This is an optimization exercise on Yosys and OpenROAD, whose aim is small area, not a production implementation. Function was checked by simulation only, so behaviour that the tests miss may differ from the original. No run shown here takes its clock network from TritonCTS; it comes from the design's own scripts or RTL. No driver is modelled on the clock port, so clock power and skew are understated where the tree is cut down; a real chip needs a root buffer or a tree. Power is estimated from default activity; no workload was simulated.

**flow/design.v**
```verilog
module fifo
#(
    parameter int fifo_depth = 4,
    parameter int fifo_width = 32
)
(
    input logic                    clk,
    input logic                    reset,
    input logic                    push,
    input logic                    pop,
    input logic [fifo_width-1:0]   data_in,
    output logic                   fifo_full,
    output logic                   fifo_empty,
    output logic [fifo_width-1:0]  data_out
);
    logic [fifo_width-1:0] mem0, mem1, mem2, mem3;
    logic [1:0] nsel;
    logic       nonempty;
    logic [3:0] rsel;
    logic do_push, do_pop, do_push_n;
    logic chg, up;
    fifo_and2  u_rsel0 (.a(nsel[1]),  .b(nsel[0]),  .y(rsel[0]));
    fifo_and2b u_rsel1 (.a_n(nsel[0]), .b(nsel[1]), .y(rsel[1]));
    fifo_and2b u_rsel2 (.a_n(nsel[1]), .b(nsel[0]), .y(rsel[2]));
    fifo_nor2  u_rsel3 (.a(nsel[1]),  .b(nsel[0]),  .y(rsel[3]));
    assign fifo_empty = !nonempty;
    assign fifo_full  = nonempty && rsel[3];
    assign do_push_n = !push || fifo_full;
    fifo_inv u_push (.a(do_push_n), .y(do_push));
    assign do_pop  = pop && nonempty;
    always_ff @(posedge clk) begin
        if (do_push) begin
            mem0 <= data_in;
            mem1 <= mem0;
            mem2 <= mem1;
            mem3 <= mem2;
        end
    end
    assign chg = do_push ^ do_pop;
    assign up  = do_pop;
    always_ff @(posedge clk or posedge reset) begin
        if (reset) begin
            nsel     <= 2'd0;
            nonempty <= 1'b0;
        end else if (chg) begin
            nsel[0]  <= !nsel[0];
            nsel[1]  <= nsel[1] ^ (up ~^ nsel[0]);
            nonempty <= !(up && rsel[0]);
        end
    end
    for (genvar i = 0; i < fifo_width; i++) begin : g_rd
        fifo_rdbit u_rd (
            .sel(rsel),
            .d({mem3[i], mem2[i], mem1[i], mem0[i]}),
            .q(data_out[i])
        );
    end
endmodule
module fifo_rdbit (
    input  logic [3:0] sel,
    input  logic [3:0] d,
    output logic       q
);
    logic n3, n1;
    fifo_aoi3  u_a (.s(sel[2:0]), .d(d[2:0]), .y(n3));
    fifo_nand2 u_b (.a(sel[3]), .b(d[3]), .y(n1));
    fifo_nand2 u_c (.a(n3), .b(n1), .y(q));
endmodule
module fifo_aoi3 (
    input  logic [2:0] s,
    input  logic [2:0] d,
    output logic       y
);
    assign y = ~|(s & d);
endmodule
module fifo_nand2 (
    input  logic a,
    input  logic b,
    output logic y
);
    assign y = ~(a & b);
endmodule
module fifo_and2 (
    input  logic a,
    input  logic b,
    output logic y
);
    assign y = a & b;
endmodule
module fifo_and2b (
    input  logic a_n,
    input  logic b,
    output logic y
);
    assign y = !a_n & b;
endmodule
module fifo_nor2 (
    input  logic a,
    input  logic b,
    output logic y
);
    assign y = !(a | b);
endmodule
module fifo_inv (
    input  logic a,
    output logic y
);
    assign y = !a;
endmodule
```
**flow/standard.sh**
```bash
#!/bin/bash
# synth_recipe.tcl (not shown) runs the flow's synth.tcl, then flattens the netlist and writes it again
# the make line also repeats each setting of config.mk as NAME=value (left out here)
make -C /OpenROAD-flow-scripts/flow DESIGN_CONFIG=/design/flow/config.mk WORK_HOME=/design/flow/orfs CLKGATE_MAP_FILE= SYNTH_SCRIPT=/design/flow/synth_recipe.tcl "${@:-finish}"
```
**flow/flow/run.sh**
```bash
#!/bin/bash
# Own layout flow: the standard synthesis and layout, with the smallest
# buffer on the ports and a hand-built clock tree (flow/mcts.tcl) in place
# of TritonCTS, and smaller drive strengths where the loads allow
# (flow/downsize.tcl).
set -euo pipefail
WORK=$(pwd)

bash standard.sh synth > "$WORK/make_synth.log" 2>&1

export MCTS_LEAVES=${MCTS_LEAVES:-4}
export MCTS_LEAF_CELL=${MCTS_LEAF_CELL:-sky130_fd_sc_hd__clkbuf_16}
export MCTS_ROOT_CELL=${MCTS_ROOT_CELL:-}
bash standard.sh \
  "BUFFER_PORTS_ARGS=-buffer_cell sky130_fd_sc_hd__buf_1" \
  "PRE_CTS_TCL=$WORK/flow/mcts.tcl" \
  "POST_CTS_TCL=$WORK/flow/downsize.tcl" \
  finish > "$WORK/make_finish.log" 2>&1
```
**flow/constraint.sdc**
```tcl
create_clock -name core_clock -period 5.0 [get_ports {clk}]
set_input_delay 1.0000 -clock core_clock [delete_from_list [all_inputs] [get_ports {clk}]]
set_output_delay 1.0000 -clock core_clock [all_outputs]
set_load 0.01 [all_outputs]
```
**flow/config.mk**
```make
export PLATFORM = sky130hd
export DESIGN_NAME = fifo
export DESIGN_NICKNAME = fifo
export VERILOG_FILES = /design/flow/design.v
export SDC_FILE = /design/flow/constraint.sdc
export NUM_CORES = 4
export LEC_CHECK = 0
export CAP_MARGIN = 20
export CORE_MARGIN = 2
export CORE_UTILIZATION = 40
export SLEW_MARGIN = 20
export SYNTH_HIERARCHICAL = 1
export SYNTH_MINIMUM_KEEP_SIZE = 0
```
**flow/flow/mcts.tcl**
```tcl
proc mcts_split {items k} {
  # items: list of {iterm x y}; split into k groups of near-equal size
  if {$k <= 1 || [llength $items] < 2} { return [list $items] }
  set xs [lmap i $items {lindex $i 1}]; set ys [lmap i $items {lindex $i 2}]
  set w [expr {[tcl::mathfunc::max {*}$xs] - [tcl::mathfunc::min {*}$xs]}]
  set h [expr {[tcl::mathfunc::max {*}$ys] - [tcl::mathfunc::min {*}$ys]}]
  set ix [expr {$w >= $h ? 1 : 2}]
  set s [lsort -integer -index $ix $items]
  set k1 [expr {$k / 2}]
  set m [expr {int(round([llength $s] * double($k1) / $k))}]
  return [concat [mcts_split [lrange $s 0 [expr {$m-1}]] $k1] \
                 [mcts_split [lrange $s $m end] [expr {$k-$k1}]]]
}

proc manual_cts {clkname depth leafcell rootcell} {
  set db [ord::get_db]
  set block [ord::get_db_block]
  set net [[$block findBTerm $clkname] getNet]
  set items {}
  foreach it [$net getITerms] {
    set inst [$it getInst]
    set loc [$inst getLocation]
    set m [$inst getMaster]
    set cx [expr {[lindex $loc 0] + [$m getWidth]/2}]
    set cy [expr {[lindex $loc 1] + [$m getHeight]/2}]
    lappend items [list $it $cx $cy]
  }
  set groups [mcts_split $items $depth]
  set srcnet $net
  if {$rootcell ne ""} {
    # root buffer at the centre of all sinks
    set xs [lmap i $items {lindex $i 1}]; set ys [lmap i $items {lindex $i 2}]
    set rx [expr {int(([tcl::mathfunc::max {*}$xs] + [tcl::mathfunc::min {*}$xs])/2)}]
    set ry [expr {int(([tcl::mathfunc::max {*}$ys] + [tcl::mathfunc::min {*}$ys])/2)}]
    set rb [odb::dbInst_create $block [$db findMaster $rootcell] "clkbuf_root"]
    $rb setLocation $rx $ry
    $rb setPlacementStatus PLACED
    set rnet [odb::dbNet_create $block "clknet_root"]
    $rnet setSigType CLOCK
    [$rb findITerm A] connect $net
    [$rb findITerm X] connect $rnet
    set srcnet $rnet
  }
  set n 0
  foreach g $groups {
    set xs [lmap i $g {lindex $i 1}]; set ys [lmap i $g {lindex $i 2}]
    set gx [expr {int(([tcl::mathfunc::max {*}$xs] + [tcl::mathfunc::min {*}$xs])/2)}]
    set gy [expr {int(([tcl::mathfunc::max {*}$ys] + [tcl::mathfunc::min {*}$ys])/2)}]
    set b [odb::dbInst_create $block [$db findMaster $leafcell] "clkbuf_leaf_$n"]
    $b setLocation $gx $gy
    $b setPlacementStatus PLACED
    set nn [odb::dbNet_create $block "clknet_leaf_$n"]
    $nn setSigType CLOCK
    [$b findITerm A] connect $srcnet
    [$b findITerm X] connect $nn
    foreach i $g {
      set it [lindex $i 0]
      $it disconnect
      $it connect $nn
    }
    incr n
  }
  puts "manual_cts: [llength $groups] leaf buffers ($leafcell), root $rootcell"
}

# This file is sourced inside a proc, so its settings are set as globals.
# The clock port's name, from the SDC.
set ::mcts_clk_port [get_full_name [lindex [get_property [lindex [all_clocks] 0] sources] 0]]
set ::mcts_leaves $::env(MCTS_LEAVES)
set ::mcts_leaf_cell $::env(MCTS_LEAF_CELL)
set ::mcts_root_cell [expr {[info exists ::env(MCTS_ROOT_CELL)] ? $::env(MCTS_ROOT_CELL) : ""}]

rename ::clock_tree_synthesis ::tritoncts_clock_tree_synthesis
proc ::clock_tree_synthesis {args} {
  manual_cts $::mcts_clk_port $::mcts_leaves $::mcts_leaf_cell $::mcts_root_cell
  set_propagated_clock [all_clocks]
}
```
**flow/flow/downsize.tcl**
```tcl
# Sourced as POST_CTS_TCL: after CTS and its timing repair, downsize
# combinational cells: for each instance, try the smaller cells of
# the same function (smallest first) and keep the first that leaves no
# max-slew, max-capacitance or max-fanout violation and keeps setup and hold
# slack at or above the given floors. Registers are left as they are.
proc ds_violations {} {
  set n 0
  incr n [sta::max_slew_violation_count]
  incr n [sta::max_capacitance_violation_count]
  return $n
}

proc downsize_cells {setup_floor hold_floor} {
  estimate_parasitics -placement
  set saved 0.0
  set changed 0
  foreach inst [get_cells *] {
    set cell [get_property $inst ref_name]
    if {[regexp {tap|fill|decap} $cell]} { continue }
    set lc [get_lib_cells */$cell]
    if {[regexp {__(e?df|sdf|sedf|dl)} $cell]} { continue }
    if {[string match "*clkbuf*" $cell] || [string match "*tap*" $cell] || [string match "*fill*" $cell]} { continue }
    # the same function in other drive strengths: same name but the suffix
    set fam [regsub {_[0-9]+$} $cell ""]
    set equivs [get_lib_cells */${fam}_*]
    set area0 [get_property $lc area]
    set cands {}
    foreach e $equivs {
      set a [get_property $e area]
      if {![regexp "^${fam}_\[0-9\]+\$" [get_name $e]]} { continue }
      if {$a < $area0 && ![regexp {lpflow|probe} [get_name $e]]} { lappend cands [list $e $a] }
    }
    if {$cands eq ""} { continue }
    set cands [lsort -real -index 1 $cands]
    set base_viol [ds_violations]
    foreach c $cands {
      set e [lindex $c 0]
      replace_cell $inst [get_name $e]
      set ok 1
      if {[ds_violations] > $base_viol} { set ok 0 }
      if {$ok && [sta::worst_slack_cmd max] < $setup_floor} { set ok 0 }
      if {$ok && [sta::worst_slack_cmd min] < $hold_floor} { set ok 0 }
      if {$ok} {
        set saved [expr {$saved + $area0 - [lindex $c 1]}]
        incr changed
        puts "downsize: [get_full_name $inst] $cell -> [get_name $e]"
        break
      }
      replace_cell $inst $cell
    }
  }
  puts "downsize: $changed cells, [format %.2f $saved] um2 saved"
}

downsize_cells 0.3e-9 0.05e-9
```
==> impl_results.md, run 1 <==
- Detailed router's first-iteration violation count: 324
- Final net count: 359
- Filler cell count: 999
- Number of maximum-capacitance constraint violations: 0
- Final max-slew violation count: 0
- Warnings, synthesis: 7
- Die Y: 111 µm
- Total number of vias: 2432
- Status: no timing/DRC/antenna violations
- Final min period: 3690 ps
- Detail Route Antenna Nets: 0
- Largest stage delay on the critical path: 760 ps
- Synth Cell Area: 4610 µm²
- Cell variety after synth: 15
- Leak Pwr: 1.74 nW
- Antenna Cells: 0
- PwrDens: 599 nW/µm²
- Actual slew at the worst max-slew pin: 1030 ps
- Total Routed Length: 7860 µm
- Share of total power in the clock network: 12.7%
- Multi-input logic area: 679 µm²
- Pin count of the biggest net entering global routing: 86
- Remaining design rule violation count: 0
- Via-to-Cell Ratio: 5.24
- Number of endpoints failing setup at the final stage: 0
- Syn avg cell area: 18.8 µm²
- Final setup slack of the worst path: 1310 ps
- Worst rel slew slack: 31.5%
- Critical path launch point: nsel[0]$_DFFE_PP0P_
- Number of antenna violations at the first check in global routing: 0
- Setup TNS Final: 0 ps
- Crit end category: output pin
- Half-perimeter wire length of the detailed placement result: 4600 µm
- Max Fclk: 271 MHz
- Unrepaired setup endpoints after global routing: false
- Kind of launch point of the worst setup path: register
- CP top delay family: buffers and inverters
- Initial Util: 40.7%
- Setup Crit Path Kind: register to output pin
- Cells after synthesis: 245
- Type of the most critical hold path: register to register
- IR drop worst, VDD: 0.271 mV
- Storage element area: 3920 µm²
- Area added between synthesis and finish: 12.6%
- Worst EP required: 4000 ps
- Hold WS: 462 ps
- Utilization after layout: 45.8%
- Routed wirelength normalized by instance count: 16.9 µm
- Register bit total from synthesis: 131
- Inst Count DP: 459
- Std-Cell Rows: 39
- Cell area after placement: 5070 µm²
- Library cell appearing most often on the critical path: buf_1
- Total count of hold-check failures in the final report: 0
- CP Data Arrival Time: 2690 ps
- Later-pin clock latency in the skew report: 170 ps
- Share of total power consumed by net switching: 33.6%
- Number of search-and-repair iterations in the first detailed-routing pass: 5
- Clock slew seen by the registers of the worst setup and hold paths: 120 ps
- Buffering stage count on the worst path with inverters included: 2
- Area of the core: 11300 µm²
- Post-Place Setup Slack: 1990 ps
- Internal portion of total power: 2.06 mW
- Quantity of I/O buffers inserted on ports: 69
- Ratio of final minimum period to clock period: 73.8%
- Cells traversed along the worst timing path: and2_1 > buf_1 > a222oi_1 > nand2_1 > buf_1
- Sequential area share after synthesis: 85.1%
- Power Total: 3.10 mW
- Power share of the combinational group: 32.1%
- Top-level port count: 70
- Proportion of layout cells with a drive suffix above 1: 3.12%
- Total grt overflow: 0
- Post-synth net total: 281
- Flop pwr share: 55.2%
- Weighted congestion reported at the end of routability-driven placement: 0.703
- First-pass GRT wire length: 12500 µm
- Via count of the first global-routing pass: 2301
- GRT Util Overall: 12.1%
- Number of standard cells in the layout, taps in and fillers out: 464
- Launch instance of the worst min-delay path: mem1[1]$_DFFE_PP_
- Critical register-to-register path startpoint: nsel[0]$_DFFE_PP0P_
- Slowest cell on the critical path: buf_1
- Floorplan die area: 12400 µm²
- Die width: 111 µm
- Switching power: 1.04 mW
- Highest fanout seen on the critical path: 19
- Worst clock skew: 11.3 ps
- Final std cell area, no fill: 5190 µm²
==> worst paths after layout <==
kind,end,slack [ps],cells after the start
worst max-delay path,data_out[30],1310,5
worst min-delay path,mem2[1]$_DFFE_PP_,460,0
worst max register to register,mem2[24]$_DFFE_PP_,1900,6
worst min register to register,mem2[1]$_DFFE_PP_,460,0
max in group asynchronous,nonempty$_DFFE_PP0P_,4220,2
min in group asynchronous,nsel[0]$_DFFE_PP0P_,650,2
==> final cells by class <==
type,instances,area share (%)
buffer,4,1.93
sequential,131,75.6
tap,143,3.45
multi-input combinational,111,13.1
timing repair buffer,72,5.69
inverter,3,0.265
==> modules after synthesis, one instance, submodules excluded, excerpt <==
module | flip-flops and latches | area (µm²) | times used
fifo_nand2 | 0 | 3.75 | 64
fifo_nor2 | 0 | 3.75 | 1
fifo | 131 | 4010 | 1
fifo_and2b | 0 | 13.8 | 2
fifo_aoi3 | 0 | 10.0 | 32
fifo_inv | 0 | 3.75 | 1
fifo_and2 | 0 | 6.26 | 1
==> layer usage <==
metal	vias to the layer above	share of wire [%]	GRT usage (%)	routed length [µm]
met5	-	0	0	0
met2	72	45	17.8	3500
met3	4	5.7	1.53	450
li1	1153	-	-	-
met4	0	0.78	0.741	61
met1	1203	49	20.2	3850
==> state kept, by name (all words and copies together), names as in the netlist <==
register,count
mem2,32
nsel,2
nonempty,1
mem3,32
mem1,32
mem0,32
==> kinds of logic after synthesis <==
group,count (synthesis),synth area share (%)
AO/OA/AOI/OAI,35,7.44
XOR/XNOR,3,0.570
buffers and inverters,3,0.244
flip-flops,131,85.1
AND/OR/NAND/NOR,73,6.68
==> synth_stat cells <==
master,number,area share [%]
nor2_1,1,0.081
a21oi_2,1,0.19
inv_1,3,0.24
nand2_1,66,5.4
nor2b_4,2,0.60
edfxtp_1,128,83
dfrtp_1,3,1.6
and2_1,2,0.27
nand2b_1,1,0.14
xnor2_1,2,0.38
a222oi_1,32,7.0
xor2_1,1,0.19
and4b_1,1,0.22
a21o_2,1,0.19
a21oi_1,1,0.11
==> cell usage in the layout, fill, tap and decap left out <==
cell type / count
edfxtp_1: 128
buf_1: 70
nand2_1: 66
a222oi_1: 32
clkbuf_16: 4
dfrtp_1: 3
a21oi_1: 2
xnor2_1: 2
and2_1: 2
inv_1: 2
nor2b_4: 2
and4b_1: 1
xor2_1: 1
nand2b_1: 1
a21o_1: 1
inv_4: 1
nor2_4: 1
buf_16: 1
buf_2: 1
==> power groups by stage <==
stage                     logic (mW)  clock network [mW]  registers, mW
final                          0.996               0.395           1.71
after floorplan                0.645                   0           1.72
after global placement          1.01                   0           1.73
after detailed placement        1.01                   0           1.74
after global routing            1.12               0.446           1.75
==> run 2, diff against run 1 <==
--- a/flow/flow/downsize.tcl
+++ b/flow/flow/downsize.tcl
@@ -1,8 +1,10 @@
 # Sourced as POST_CTS_TCL: after CTS and its timing repair, downsize
 # combinational cells: for each instance, try the smaller cells of
 # the same function (smallest first) and keep the first that leaves no
-# max-slew, max-capacitance or max-fanout violation and keeps setup and hold
-# slack at or above the given floors. Registers are left as they are.
+# max-slew or max-capacitance violation, keeps the worst slew and load at
+# least the given headroom below their limits (or no closer than before),
+# and keeps setup and hold slack at or above the given floors. Registers
+# and clock buffers are left as they are.
 proc ds_violations {} {
   set n 0
   incr n [sta::max_slew_violation_count]
@@ -10,7 +12,12 @@
   return $n
 }
 
-proc downsize_cells {setup_floor hold_floor} {
+# Worst ratio of slack to limit over the max-slew and max-capacitance checks.
+proc ds_headroom {} {
+  return [expr {min([sta::max_slew_check_slack_limit], [sta::max_capacitance_check_slack_limit])}]
+}
+
+proc downsize_cells {setup_floor hold_floor headroom} {
   estimate_parasitics -placement
   set saved 0.0
   set changed 0
@@ -19,7 +26,7 @@
     if {[regexp {tap|fill|decap} $cell]} { continue }
     set lc [get_lib_cells */$cell]
     if {[regexp {__(e?df|sdf|sedf|dl)} $cell]} { continue }
-    if {[string match "*clkbuf*" $cell] || [string match "*tap*" $cell] || [string match "*fill*" $cell]} { continue }
+    if {[string match "*clkbuf*" $cell]} { continue }
     # the same function in other drive strengths: same name but the suffix
     set fam [regsub {_[0-9]+$} $cell ""]
     set equivs [get_lib_cells */${fam}_*]
@@ -33,11 +40,13 @@
     if {$cands eq ""} { continue }
     set cands [lsort -real -index 1 $cands]
     set base_viol [ds_violations]
+    set base_room [expr {min($headroom, [ds_headroom])}]
     foreach c $cands {
       set e [lindex $c 0]
       replace_cell $inst [get_name $e]
       set ok 1
       if {[ds_violations] > $base_viol} { set ok 0 }
+      if {$ok && [ds_headroom] < $base_room} { set ok 0 }
       if {$ok && [sta::worst_slack_cmd max] < $setup_floor} { set ok 0 }
       if {$ok && [sta::worst_slack_cmd min] < $hold_floor} { set ok 0 }
       if {$ok} {
@@ -52,4 +61,4 @@
   puts "downsize: $changed cells, [format %.2f $saved] um2 saved"
 }
 
-downsize_cells 0.3e-9 0.05e-9
+downsize_cells 0.3e-9 0.05e-9 0.3
==> impl_results.md, run 2 <==
- Actual slew at the worst max-slew pin: 1030 ps (+6.89 ps)
- Number of enable flip-flop cells after synthesis: 128 (unchanged)
- Pin count of the biggest net entering global routing: 86 (unchanged)
- CP top delay family: buffers and inverters
- Total count of hold-check failures in the final report: 0 (unchanged)
- CP Data Arrival Time: 2700 ps (about the same)
- Proportion of layout cells with a drive suffix above 1: 2.81% (-0.30 points)
- Syn avg cell area: 18.8 µm² (unchanged)
- Final max-slew violation count: 0 (unchanged)
- Later-pin clock latency in the skew report: 170 ps (about the same)
- Quantity of I/O buffers inserted on ports: 69 (unchanged)
- Area added between synthesis and finish: 12.0%
- Type of the most critical hold path: register to register
- Number of antenna violations at the first check in global routing: 0 (unchanged)
- Kind of launch point of the worst setup path: register
- Die Y: 111 µm (unchanged)
- Std-Cell Rows: 39 (unchanged)
- Cells traversed along the worst timing path: and2_1 > buf_1 > a222oi_1 > nand2_1 > buf_1
- Half-perimeter wire length of the detailed placement result: 4600 µm (unchanged)
- Detailed router's first-iteration violation count: 315 (-2.8%)
- Status: no timing/DRC/antenna violations
- Clock slew seen by the registers of the worst setup and hold paths: 120 ps (about the same)
- Floorplan die area: 12400 µm² (unchanged)
- Remaining design rule violation count: 0 (unchanged)
- Max Fclk: 270 MHz (-0.32%)
- Antenna Cells: 0 (unchanged)
- Buffering stage count on the worst path with inverters included: 2 (unchanged)
- Leak Pwr: 1.72 nW (-0.68%)
- Weighted congestion reported at the end of routability-driven placement: 0.703 (unchanged)
- Via-to-Cell Ratio: 5.18 (-1.1%)
- Slowest cell on the critical path: buf_1
- Ratio of final minimum period to clock period: 74.0% (+0.24 points)
- Via count of the first global-routing pass: 2301 (unchanged)
- Synth top area cells: edfxtp_1 (83%), a222oi_1 (7.0%), nand2_1 (5.4%)
- First-pass GRT wire length: 12500 µm (unchanged)
- Setup TNS Final: 0 ps (unchanged)
- Most used standard cells in the synthesized netlist: edfxtp_1 (128), nand2_1 (66), a222oi_1 (32), dfrtp_1 (3), inv_1 (3)
- Cells after synthesis: 245 (unchanged)
- Worst rel slew slack: 31.1% (-0.46 points)
- Synth Cell Area: 4610 µm² (unchanged)
- Setup Crit Path Kind: register to output pin
- PwrDens: 601 nW/µm² (+0.37%)
- Warnings, synthesis: 7 (unchanged)
- Cell variety after synth: 15 (unchanged)
- Area of the core: 11300 µm² (unchanged)
- Top-level port count: 70 (unchanged)
- Worst clock skew: 9.38 ps (-1.90 ps)
- Die width: 111 µm (unchanged)
- Hold WS: 463 ps (+1.15 ps)
- Routed wirelength normalized by instance count: 17.1 µm (+0.84%)
- Number of endpoints failing setup at the final stage: 0 (unchanged)
- Dominant cell type by area after synthesis: edfxtp_1
- Register bit total from synthesis: 131 (unchanged)
- Most used DFF post-synth: edfxtp_1
- Sequential area share after synthesis: 85.1% (unchanged)
- Highest fanout seen on the critical path: 19 (unchanged)
- Fraction of registers with async set/reset: 2.29% (unchanged)
- Area fraction of the dominant cell type after synthesis: 83.4% (unchanged)
- Total grt overflow: 0 (unchanged)
- Most common cell after layout, fill and taps aside: edfxtp_1
- Power Total: 3.10 mW (-0.12%)
- Number of search-and-repair iterations in the first detailed-routing pass: 7 (+2)
- Initial Util: 40.7% (unchanged)
- Crit end category: output pin
- Most repeated cell in the gate-level netlist after synthesis: edfxtp_1
- Final min period: 3700 ps (+11.8 ps)
- Worst EP required: 4000 ps (about the same)
- Total Routed Length: 7910 µm (+0.62%)
- Number of maximum-capacitance constraint violations: 0 (unchanged)
- Detail Route Antenna Nets: 0 (unchanged)
- GRT Util Overall: 12.1% (unchanged)
- Unrepaired setup endpoints after global routing: false
- Library cell appearing most often on the critical path: buf_1
- Post-synth net total: 281 (unchanged)
- Most used cells in the layout excluding fill and tap cells: edfxtp_1 (128), buf_1 (70), nand2_1 (66)
- IR drop worst, VDD: 0.388 mV (+43%)
- Final net count: 358 (-0.28%)
- Largest stage delay on the critical path: 780 ps (+20 ps)
- Total number of vias: 2400 (-1.3%)
[run 2: cell types whose count changed in the layout (fill, tap and decap cells not counted), sizes merged]
cell / before / now
buf: 72 / 71
[run 2: Yosys stat by module (local to each module, per instance), excerpt]
module	copies in the design	cells inside	cell area [µm²]	flip-flops and latches
fifo_nor2	1	1	3.75	0
fifo_and2	1	1	6.26	0
fifo_inv	1	1	3.75	0
fifo_aoi3	32	1	10.0	0
fifo	1	144	4010	131
fifo_and2b	2	1	13.8	0
fifo_nand2	64	1	3.75	0
[run 2: through the flow]
| stage | worst slack [ps] | std cells | util [%] | cell area (µm²) |
|---|---|---|---|---|
| after floorplan | 480 | 245 | - | 4610 |
| after global routing | 1050 | 463 | 45.6 | 5160 |
| after global placement | 2030 | 459 | 44.8 | 5070 |
| final | 1300 | 463 | 45.6 | 5160 |
| after detailed placement | 1990 | 459 | 44.8 | 5070 |
[run 2: cell type report]
| type | count | area [µm²] |
|---|---|---|
| well taps | 143 | 179 |
| fillers | 1003 | 6160 |
| flip-flops and latches | 131 | 3920 |
| repair buffers | 71 | 270 |
| plain buffers | 4 | 100 |
| inverters | 3 | 13.8 |
| multi-input cells | 111 | 679 |
[run 2: path summary, 6_finish.rpt]
path / startpoint / endpoint / slack [ps] / depth (start not counted)
worst max-delay path: nsel[0]$_DFFE_PP0P_ / data_out[30] / 1300 / 5
worst min-delay path: mem1[25]$_DFFE_PP_ / mem2[25]$_DFFE_PP_ / 460 / 0
worst max register to register: nsel[0]$_DFFE_PP0P_ / mem3[25]$_DFFE_PP_ / 2000 / 5
worst min register to register: mem1[25]$_DFFE_PP_ / mem2[25]$_DFFE_PP_ / 460 / 0
max in group asynchronous: reset / nonempty$_DFFE_PP0P_ / 4220 / 2
min in group asynchronous: reset / nsel[0]$_DFFE_PP0P_ / 650 / 2
[run 2: power by group]
part           internal, mW  switching (mW)
logic                 0.316           0.668
registers              1.59           0.130
clock network         0.150           0.251
[run 2: per-layer routing]
| metal | GRT usage (%) | routed length (µm) | up-vias |
|---|---|---|---|
| met5 | 0 | 0 | - |
| met1 | 20.2 | 3860 | 1167 |
| met4 | 0.741 | 61 | 0 |
| met2 | 17.8 | 3510 | 77 |
| met3 | 1.53 | 488 | 4 |
| li1 | - | - | 1152 |
[run 2: cells by family (layout without fill, tap and decap cells)]
| kind of cell | after synthesis | after routing | synth area share (%) |
|---|---|---|---|
| buffers and inverters | 3 | 78 | 0.244 |
| xor gates and xnor gates | 3 | 3 | 0.570 |
| DFF | 131 | 131 | 85.1 |
| and+or+nand+nor | 73 | 73 | 6.68 |
| AOI/OAI and AO/OA | 35 | 35 | 7.44 |
==> run 3, diff against run 2 <==
==> flow/design.v (replaced) <==
module fifo
#(
    parameter int fifo_depth = 4,
    parameter int fifo_width = 32
)
(
    input logic                    clk,
    input logic                    reset,
    input logic                    push,
    input logic                    pop,
    input logic [fifo_width-1:0]   data_in,
    output logic                   fifo_full,
    output logic                   fifo_empty,
    output logic [fifo_width-1:0]  data_out
);
    logic [fifo_width-1:0] mem0, mem1, mem2, mem3;
    logic [1:0] nsel;
    logic       nonempty;
    logic [3:0] rsel_n;
    logic do_push, do_pop, do_push_n;
    logic chg, up;
    fifo_nand2  u_rsel0 (.a(nsel[1]),   .b(nsel[0]), .y(rsel_n[0]));
    fifo_nand2b u_rsel1 (.a_n(nsel[0]), .b(nsel[1]), .y(rsel_n[1]));
    fifo_nand2b u_rsel2 (.a_n(nsel[1]), .b(nsel[0]), .y(rsel_n[2]));
    fifo_or2    u_rsel3 (.a(nsel[1]),   .b(nsel[0]), .y(rsel_n[3]));
    assign fifo_empty = !nonempty;
    assign fifo_full  = nonempty && !rsel_n[3];
    assign do_push_n = !push || fifo_full;
    fifo_inv u_push (.a(do_push_n), .y(do_push));
    assign do_pop  = pop && nonempty;
    always_ff @(posedge clk) begin
        if (do_push) begin
            mem0 <= data_in;
            mem1 <= mem0;
            mem2 <= mem1;
            mem3 <= mem2;
        end
    end
    assign chg = do_push ^ do_pop;
    assign up  = do_pop;
    always_ff @(posedge clk or posedge reset) begin
        if (reset) begin
            nsel     <= 2'd0;
            nonempty <= 1'b0;
        end else if (chg) begin
            nsel[0]  <= !nsel[0];
            nsel[1]  <= nsel[1] ^ (up ~^ nsel[0]);
            nonempty <= !(up && !rsel_n[0]);
        end
    end
    for (genvar i = 0; i < fifo_width; i++) begin : g_rd
        fifo_rdbit u_rd (
            .sel_n(rsel_n),
            .d({mem3[i], mem2[i], mem1[i], mem0[i]}),
            .q(data_out[i])
        );
    end
endmodule
module fifo_rdbit (
    input  logic [3:0] sel_n,
    input  logic [3:0] d,
    output logic       q
);
    logic y01, y23;
    fifo_oai22 u_a (.a1(d[0]), .a2(sel_n[0]), .b1(d[1]), .b2(sel_n[1]), .y(y01));
    fifo_oai22 u_b (.a1(d[2]), .a2(sel_n[2]), .b1(d[3]), .b2(sel_n[3]), .y(y23));
    fifo_nor2  u_c (.a(y01), .b(y23), .y(q));
endmodule
module fifo_oai22 (
    input  logic a1,
    input  logic a2,
    input  logic b1,
    input  logic b2,
    output logic y
);
    assign y = !((a1 | a2) & (b1 | b2));
endmodule
module fifo_nor2 (
    input  logic a,
    input  logic b,
    output logic y
);
    assign y = !(a | b);
endmodule
module fifo_nand2 (
    input  logic a,
    input  logic b,
    output logic y
);
    assign y = !(a & b);
endmodule
module fifo_nand2b (
    input  logic a_n,
    input  logic b,
    output logic y
);
    assign y = a_n | !b;
endmodule
module fifo_or2 (
    input  logic a,
    input  logic b,
    output logic y
);
    assign y = a | b;
endmodule
module fifo_inv (
    input  logic a,
    output logic y
);
    assign y = !a;
endmodule
==> impl_results.md, run 3 <==
- Fraction of registers with async set/reset: 2.29% (unchanged)
- Routed wirelength normalized by instance count: 17.4 µm (+1.6%)
- Quantity of I/O buffers inserted on ports: 69 (unchanged)
- Detail Route Antenna Nets: 0 (unchanged)
- Top-level port count: 70 (unchanged)
- Dominant cell type by area after synthesis: edfxtp_1
- Most used cells in the layout excluding fill and tap cells: edfxtp_1 (128), buf_1 (69), o22ai_1 (64)
- Most common cell after layout, fill and taps aside: edfxtp_1
- Cells after synthesis: 245 (unchanged)
- Post-synth net total: 281 (unchanged)
- Worst EP required: 4820 ps (+820 ps)
- Number of search-and-repair iterations in the first detailed-routing pass: 6 (-1)
- Number of enable flip-flop cells after synthesis: 128 (unchanged)
- Status: no timing/DRC/antenna violations
- Inst Count DP: 456 (-0.65%)
- Most repeated cell in the gate-level netlist after synthesis: edfxtp_1
- Weighted congestion reported at the end of routability-driven placement: 0.721 (+2.6%)
- Floorplan die area: 12200 µm² (-1.2%)
- Multi-input logic area: 621 µm² (-8.7%)
- Proportion of layout cells with a drive suffix above 1: 3.44% (+0.63 points)
- Number of standard cells in the layout, taps in and fillers out: 460 (-0.65%)
- Number of maximum-capacitance constraint violations: 0 (unchanged)
- Hold WS: 463 ps (-0.610 ps)
- Synth Cell Area: 4550 µm² (-1.2%)
- Pin count of the biggest net entering global routing: 74 (-14%)
- Max Fclk: 302 MHz (+12%)
- Final max-slew violation count: 0 (unchanged)
- First-pass GRT wire length: 12600 µm (+0.83%)
- Total grt overflow: 0 (unchanged)
- Unrepaired setup endpoints after global routing: false
- Area added between synthesis and finish: 12.0% (about the same)
- Half-perimeter wire length of the detailed placement result: 4770 µm (+3.7%)
- Kind of launch point of the worst setup path: register
- Via count of the first global-routing pass: 2414 (+4.9%)
- Total Routed Length: 7990 µm (+0.94%)
- CP Data Arrival Time: 3130 ps (+430 ps)
- Clock slew seen by the registers of the worst setup and hold paths: 120 ps (about the same)
- Worst clock skew: 12.1 ps (+2.77 ps)
- PwrDens: 608 nW/µm² (+1.2%)
- Antenna Cells: 0 (unchanged)
- Die width: 111 µm (-0.59%)
- Setup TNS Final: 0 ps (unchanged)
- Most used standard cells in the synthesized netlist: edfxtp_1 (128), o22ai_1 (64), nor2_1 (33), dfrtp_1 (3), nand2b_1 (3)
- Final net count: 358 (unchanged)
- Area of the core: 11000 µm² (-3.0%)
- Synth top area cells: edfxtp_1 (84%), o22ai_1 (8.8%), nor2_1 (2.7%)
- Number of antenna violations at the first check in global routing: 0 (unchanged)
- Initial Util: 41.4% (+0.74 points)
- Total number of vias: 2398 (-0.083%)
- IR drop worst, VDD: 0.231 mV (-41%)
- Leak Pwr: 1.61 nW (-6.8%)
- Final min period: 3310 ps (-390 ps)
- Crit end category: register
- Worst rel slew slack: 33.6% (+2.5 points)
- Highest fanout seen on the critical path: 73 (+54)
- Detailed router's first-iteration violation count: 85 (-73%)
- Power Total: 3.10 mW (about the same)
- Most used DFF post-synth: edfxtp_1
- Setup Crit Path Kind: register to register
- Cell variety after synth: 16 (+1)
- Area fraction of the dominant cell type after synthesis: 84.5% (+1.0 points)
- Warnings, synthesis: 7 (unchanged)
- Die Y: 111 µm (-0.59%)
- Ratio of final minimum period to clock period: 66.2% (-7.8 points)
- Sequential area share after synthesis: 86.1% (+1.1 points)
- Register bit total from synthesis: 131 (unchanged)
- Actual slew at the worst max-slew pin: 996 ps (-37.8 ps)
- Number of endpoints failing setup at the final stage: 0 (unchanged)
- Syn avg cell area: 18.6 µm² (-1.2%)
- Remaining design rule violation count: 0 (unchanged)
- Type of the most critical hold path: register to register
- Total count of hold-check failures in the final report: 0 (unchanged)
- Filler cell count: 979 (-2.4%)
- Later-pin clock latency in the skew report: 180 ps (about the same)
- GRT Util Overall: 12.1% (+0.097 points)
- Via-to-Cell Ratio: 5.21 (+0.57%)
- Std-Cell Rows: 38 (-2.6%)
- Storage element area: 3920 µm² (unchanged)
## run 3: logic make-up (layout without fill, tap and decap cells)
family | after synthesis | count (layout) | synth area share, %
flip-flops | 131 | 131 | 86.1
AO/OA/AOI/OAI | 68 | 68 | 9.40
AND/OR/NAND/NOR | 40 | 40 | 3.66
XOR/XNOR | 3 | 3 | 0.578
buffers and inverters | 3 | 78 | 0.247
## run 3: worst max-delay path, stage by stage, from the launching register on
cell and delay (ps):
dfrtp_1 470, or2_2 630, o21ai_1 280, clkinv_2 780, buf_4 710
## run 3: stage by stage
step	setup WS, ps	area (µm²)	util [%]
after floorplan	545	4550	-
after global placement	2300	5020	45.7
after detailed placement	2240	5020	45.7
after global routing	1460	5100	46.4
final	1690	5100	46.4
## run 3: layout make-up
cell class / count / share of cell area [%]
flip-flops and latches: 131 / 76.9
plain buffers: 4 / 1.96
inverters: 3 / 0.245
multi-input cells: 111 / 12.2
repair buffers: 71 / 5.33
well taps: 140 / 3.44
## run 3: Yosys stat by module, one instance, submodules excluded, a selection
module | flops+latches | cells | area [µm²] | copies in the design
fifo_nand2b | 0 | 1 | 6.26 | 2
fifo_or2 | 0 | 1 | 6.26 | 1
fifo_nor2 | 0 | 1 | 3.75 | 32
fifo | 131 | 144 | 4000 | 1
fifo_inv | 0 | 1 | 3.75 | 1
fifo_oai22 | 0 | 1 | 6.26 | 64
fifo_nand2 | 0 | 1 | 3.75 | 1
## run 3: report_power, final
group / leakage, nW / internal [mW] / switching [mW] / total (mW)
combinational: 0.294 / 0.311 / 0.673 / 0.984
clock: 0.0493 / 0.149 / 0.248 / 0.398
sequential: 1.26 / 1.59 / 0.128 / 1.72
## run 3: path summary, 6_finish.rpt
check / from / to / slack, ps / cells past startpoint
max in group asynchronous: reset / nonempty$_DFFE_PP0P_ / 4180 / 2
max: nsel[0]$_DFFE_PP0P_ / mem2[8]$_DFFE_PP_ / 1690 / 4
min: mem1[29]$_DFFE_PP_ / mem2[29]$_DFFE_PP_ / 460 / 0
max reg2reg: nsel[0]$_DFFE_PP0P_ / mem2[8]$_DFFE_PP_ / 1690 / 4
min in group asynchronous: reset / nsel[0]$_DFFE_PP0P_ / 680 / 2
min reg2reg: mem1[29]$_DFFE_PP_ / mem2[29]$_DFFE_PP_ / 460 / 0
## run 3: layer usage
metal  global-route usage, %  vias up  share of wire [%]
met5                       0        -                  0
met4                   0.917        0               0.88
met1                    18.6     1187                 48
met3                    1.59        7                4.5
li1                        -     1154                  -
met2                    19.7       50                 47
==> run 4, diff against run 3 <==
--- a/flow/design.v
+++ b/flow/design.v
@@ -18,7 +18,6 @@
     logic       nonempty;
     logic [3:0] rsel_n;
     logic do_push, do_pop, do_push_n;
-    logic chg, up;
     fifo_nand2  u_rsel0 (.a(nsel[1]),   .b(nsel[0]), .y(rsel_n[0]));
     fifo_nand2b u_rsel1 (.a_n(nsel[0]), .b(nsel[1]), .y(rsel_n[1]));
     fifo_nand2b u_rsel2 (.a_n(nsel[1]), .b(nsel[0]), .y(rsel_n[2]));
@@ -36,16 +35,16 @@
             mem3 <= mem2;
         end
     end
-    assign chg = do_push ^ do_pop;
-    assign up  = do_pop;
     always_ff @(posedge clk or posedge reset) begin
         if (reset) begin
             nsel     <= 2'd0;
             nonempty <= 1'b0;
-        end else if (chg) begin
-            nsel[0]  <= !nsel[0];
-            nsel[1]  <= nsel[1] ^ (up ~^ nsel[0]);
-            nonempty <= !(up && !rsel_n[0]);
+        end else if (do_push && !do_pop) begin
+            nsel     <= nsel - 2'd1;
+            nonempty <= 1'b1;
+        end else if (do_pop && !do_push) begin
+            nsel     <= nsel + 2'd1;
+            nonempty <= rsel_n[0];
         end
     end
     for (genvar i = 0; i < fifo_width; i++) begin : g_rd
==> impl_results.md, run 4 <==
- Status: no timing/DRC/antenna violations
- Number of search-and-repair iterations in the first detailed-routing pass: 4 (-2)
- Area added between synthesis and finish: 12.3%
- Leak Pwr: 1.61 nW (about the same)
- Half-perimeter wire length of the detailed placement result: 4680 µm (-1.9%)
- Synth top area cells: edfxtp_1 (85%), o22ai_1 (8.8%), nor2_1 (2.8%)
- Routed wirelength normalized by instance count: 17.0 µm (-2.4%)
- Die width: 111 µm (-0.13%)
- GRT Util Overall: 12.0% (-0.16 points)
- Fraction of registers with async set/reset: 2.29% (unchanged)
- Final min period: 3850 ps (+535 ps)
- Antenna Cells: 0 (unchanged)
- Worst EP required: 4810 ps (about the same)
- Top-level port count: 70 (unchanged)
- Ratio of final minimum period to clock period: 76.9% (+11 points)
- Total Routed Length: 7800 µm (-2.4%)
- Syn avg cell area: 18.6 µm² (+0.13%)
- Max Fclk: 260 MHz (-14%)
- Largest stage delay on the critical path: 870 ps (+90 ps)
- Unrepaired setup endpoints after global routing: false
- Final max-slew violation count: 0 (unchanged)
- Setup Crit Path Kind: register to register
- CP top delay family: buffers and inverters
- Most used DFF post-synth: edfxtp_1
- Synth Cell Area: 4540 µm² (-0.27%)
- Most used standard cells in the synthesized netlist: edfxtp_1 (128), o22ai_1 (64), nor2_1 (34), dfrtp_1 (3), inv_1 (3)
- Most repeated cell in the gate-level netlist after synthesis: edfxtp_1
- Worst rel slew slack: 35.7% (+2.1 points)
- Clock slew seen by the registers of the worst setup and hold paths: 110 ps (about the same)
- Die Y: 111 µm (-0.13%)
- Area of the core: 10900 µm² (-0.43%)
- Cells traversed along the worst timing path: or2_1 > buf_1 > o21ai_0 > inv_2 > buf_2
- Crit end category: register
- Final net count: 359 (+0.28%)
- Remaining design rule violation count: 0 (unchanged)
- Via-to-Cell Ratio: 5.25 (+0.63%)
- Cell variety after synth: 14 (-2)
- Detail Route Antenna Nets: 0 (unchanged)
- Post-synth net total: 281 (unchanged)
- Cell area after placement: 5000 µm² (-0.30%)
- Detailed router's first-iteration violation count: 155 (+82%)
- Setup TNS Final: 0 ps (unchanged)
- PwrDens: 607 nW/µm² (-0.13%)
- IR drop worst, VDD: 0.213 mV (-7.7%)
- Utilization after layout: 46.6% (+0.18 points)
- Weighted congestion reported at the end of routability-driven placement: 0.720 (-0.24%)
- Later-pin clock latency in the skew report: 170 ps (about the same)
- Sequential area share after synthesis: 86.4% (+0.24 points)
- Total number of vias: 2413 (+0.63%)
- Slowest cell on the critical path: buf_2
- Total grt overflow: 0 (unchanged)
- Area fraction of the dominant cell type after synthesis: 84.7% (+0.23 points)
- Pin count of the biggest net entering global routing: 53 (-28%)
- Buffering stage count on the worst path with inverters included: 3 (+1)
- Hold WS: 462 ps (-0.433 ps)
- Number of antenna violations at the first check in global routing: 0 (unchanged)
- Quantity of I/O buffers inserted on ports: 69 (unchanged)
- Proportion of layout cells with a drive suffix above 1: 3.13% (-0.31 points)
- Register bit total from synthesis: 131 (unchanged)
- Number of enable flip-flop cells after synthesis: 128 (unchanged)
- Most common cell after layout, fill and taps aside: edfxtp_1
- Via count of the first global-routing pass: 2356 (-2.4%)
- Cells after synthesis: 244 (-0.41%)
- Number of maximum-capacitance constraint violations: 0 (unchanged)
- Initial Util: 41.5% (+0.066 points)
- Post-Place Setup Slack: 2000 ps (-238 ps)
- Worst clock skew: 8.46 ps (-3.69 ps)
- Actual slew at the worst max-slew pin: 965 ps (-31.5 ps)
- Kind of launch point of the worst setup path: register
- Final setup slack of the worst path: 1150 ps (-535 ps)
- Final std cell area, no fill: 5100 µm² (about the same)
- Highest fanout seen on the critical path: 45 (-38%)
- Std-Cell Rows: 38 (unchanged)
- Type of the most critical hold path: register to register
- Total count of hold-check failures in the final report: 0 (unchanged)
- Number of endpoints failing setup at the final stage: 0 (unchanged)
- Warnings, synthesis: 7 (unchanged)
- Dominant cell type by area after synthesis: edfxtp_1
- Most used cells in the layout excluding fill and tap cells: edfxtp_1 (128), buf_1 (70), o22ai_1 (64)
- First-pass GRT wire length: 12400 µm (-1.3%)
- Floorplan die area: 12200 µm² (-0.26%)
- CP Data Arrival Time: 3650 ps (+520 ps)
-- run 4: through the flow --
stage,instances,power [mW]
final,460,3.09
after global routing,460,3.29
after floorplan,244,2.36
after global placement,456,2.73
after detailed placement,456,2.76
-- run 4: path summary, 6_finish.rpt --
path	from	endpoint	slack, ps	depth (start not counted)
max in group asynchronous	reset	nonempty$_DFFE_PP0P_	4210	2
min in group asynchronous	reset	nsel[0]$_DFFE_PP0P_	650	2
min reg2reg	mem2[3]$_DFFE_PP_	mem3[3]$_DFFE_PP_	460	0
max	nsel[0]$_DFFE_PP0P_	mem0[1]$_DFFE_PP_	1150	5
min	mem2[3]$_DFFE_PP_	mem3[3]$_DFFE_PP_	460	0
max reg2reg	nsel[0]$_DFFE_PP0P_	mem0[1]$_DFFE_PP_	1150	5
-- run 4: per-layer routing --
metal  share of wire (%)  GRT usage [%]  up-vias  wire (µm)
met2                  47           19.8       50       3700
met3                 4.5           1.54        4        349
met5                   0              0        -          0
li1                    -              -     1152          -
met1                  47           18.0     1207       3690
met4                0.68          0.750        0         53
-- run 4: where the power goes --
| group | internal [mW] | switching, mW | total [mW] |
|---|---|---|---|
| Combinational | 0.314 | 0.687 | 1.00 |
| Clock | 0.149 | 0.247 | 0.396 |
| Sequential | 1.58 | 0.118 | 1.70 |
| Total | 2.04 | 1.05 | 3.09 |
-- run 4: kinds of logic (layout without fill, tap and decap cells) --
group / count (synthesis) / in the layout / synth area share [%]
flip-flops: 131 / 131 / 86.4
AO/OA/AOI/OAI: 66 / 66 / 9.04
adder cells (fa/ha/maj): 1 / 1 / 0.276
XOR/XNOR: 3 / 3 / 0.579
AND/OR/NAND/NOR: 40 / 40 / 3.50
buffers and inverters: 3 / 79 / 0.248
-- run 4: Yosys stat by module, one instance, submodules excluded, excerpt --
module / flip-flops and latches / copies in the design / cells
fifo_nor2: 0 / 32 / 1
fifo_inv: 0 / 1 / 1
fifo_nand2b: 0 / 2 / 1
fifo_or2: 0 / 1 / 1
fifo_nand2: 0 / 1 / 1
fifo: 131 / 1 / 143
fifo_oai22: 0 / 64 / 1
-- run 4: area by class of cell --
class	count	area, µm²
plain buffers	4	100
fillers	971	5840
inverters	3	11.3
multi-input cells	110	616
flip-flops and latches	131	3920
well taps	140	175
repair buffers	72	275

[afterwards: timing with drivers on the ports]
The flow's constraints put no driver on any port. The routed layouts listed below were extracted and timed again, unchanged, in two steps. Step 1 (the two cells are an assumption about what drives the block):
set clk [get_ports {clk}]
set_driving_cell -lib_cell sky130_fd_sc_hd__clkbuf_16 $clk
set_driving_cell -lib_cell sky130_fd_sc_hd__buf_2 [delete_from_list [all_inputs] $clk]
Step 2 moves the port delays by t, midway between the first and last clock arrival at a register: inputs arrive t later, outputs are due t later. That takes back most of the time a late clock gives input paths. Three values: ideal ports, drivers, drivers and shift; two values: the first two.
run | t (ns) | setup WS [ns] | hold WS [ns] | worst data-port slew with drivers (ns) | cell pins on the clock port's net
run 1 | 0.245 | 1.310 / 1.233 / 1.479 | 0.462 / 0.462 / 0.462 | 0.04 | 4
run 2 | 0.246 | 1.298 / 1.221 / 1.468 | 0.463 / 0.463 / 0.463 | 0.03 | 4
run 3 | 0.251 | 1.689 / 1.689 / 1.689 | 0.463 / 0.463 / 0.463 | 0.04 | 4
run 4 | 0.248 | 1.154 / 1.154 / 1.154 | 0.462 / 0.462 / 0.462 | 0.03 | 4
After both steps setup and hold are still met in every run listed.
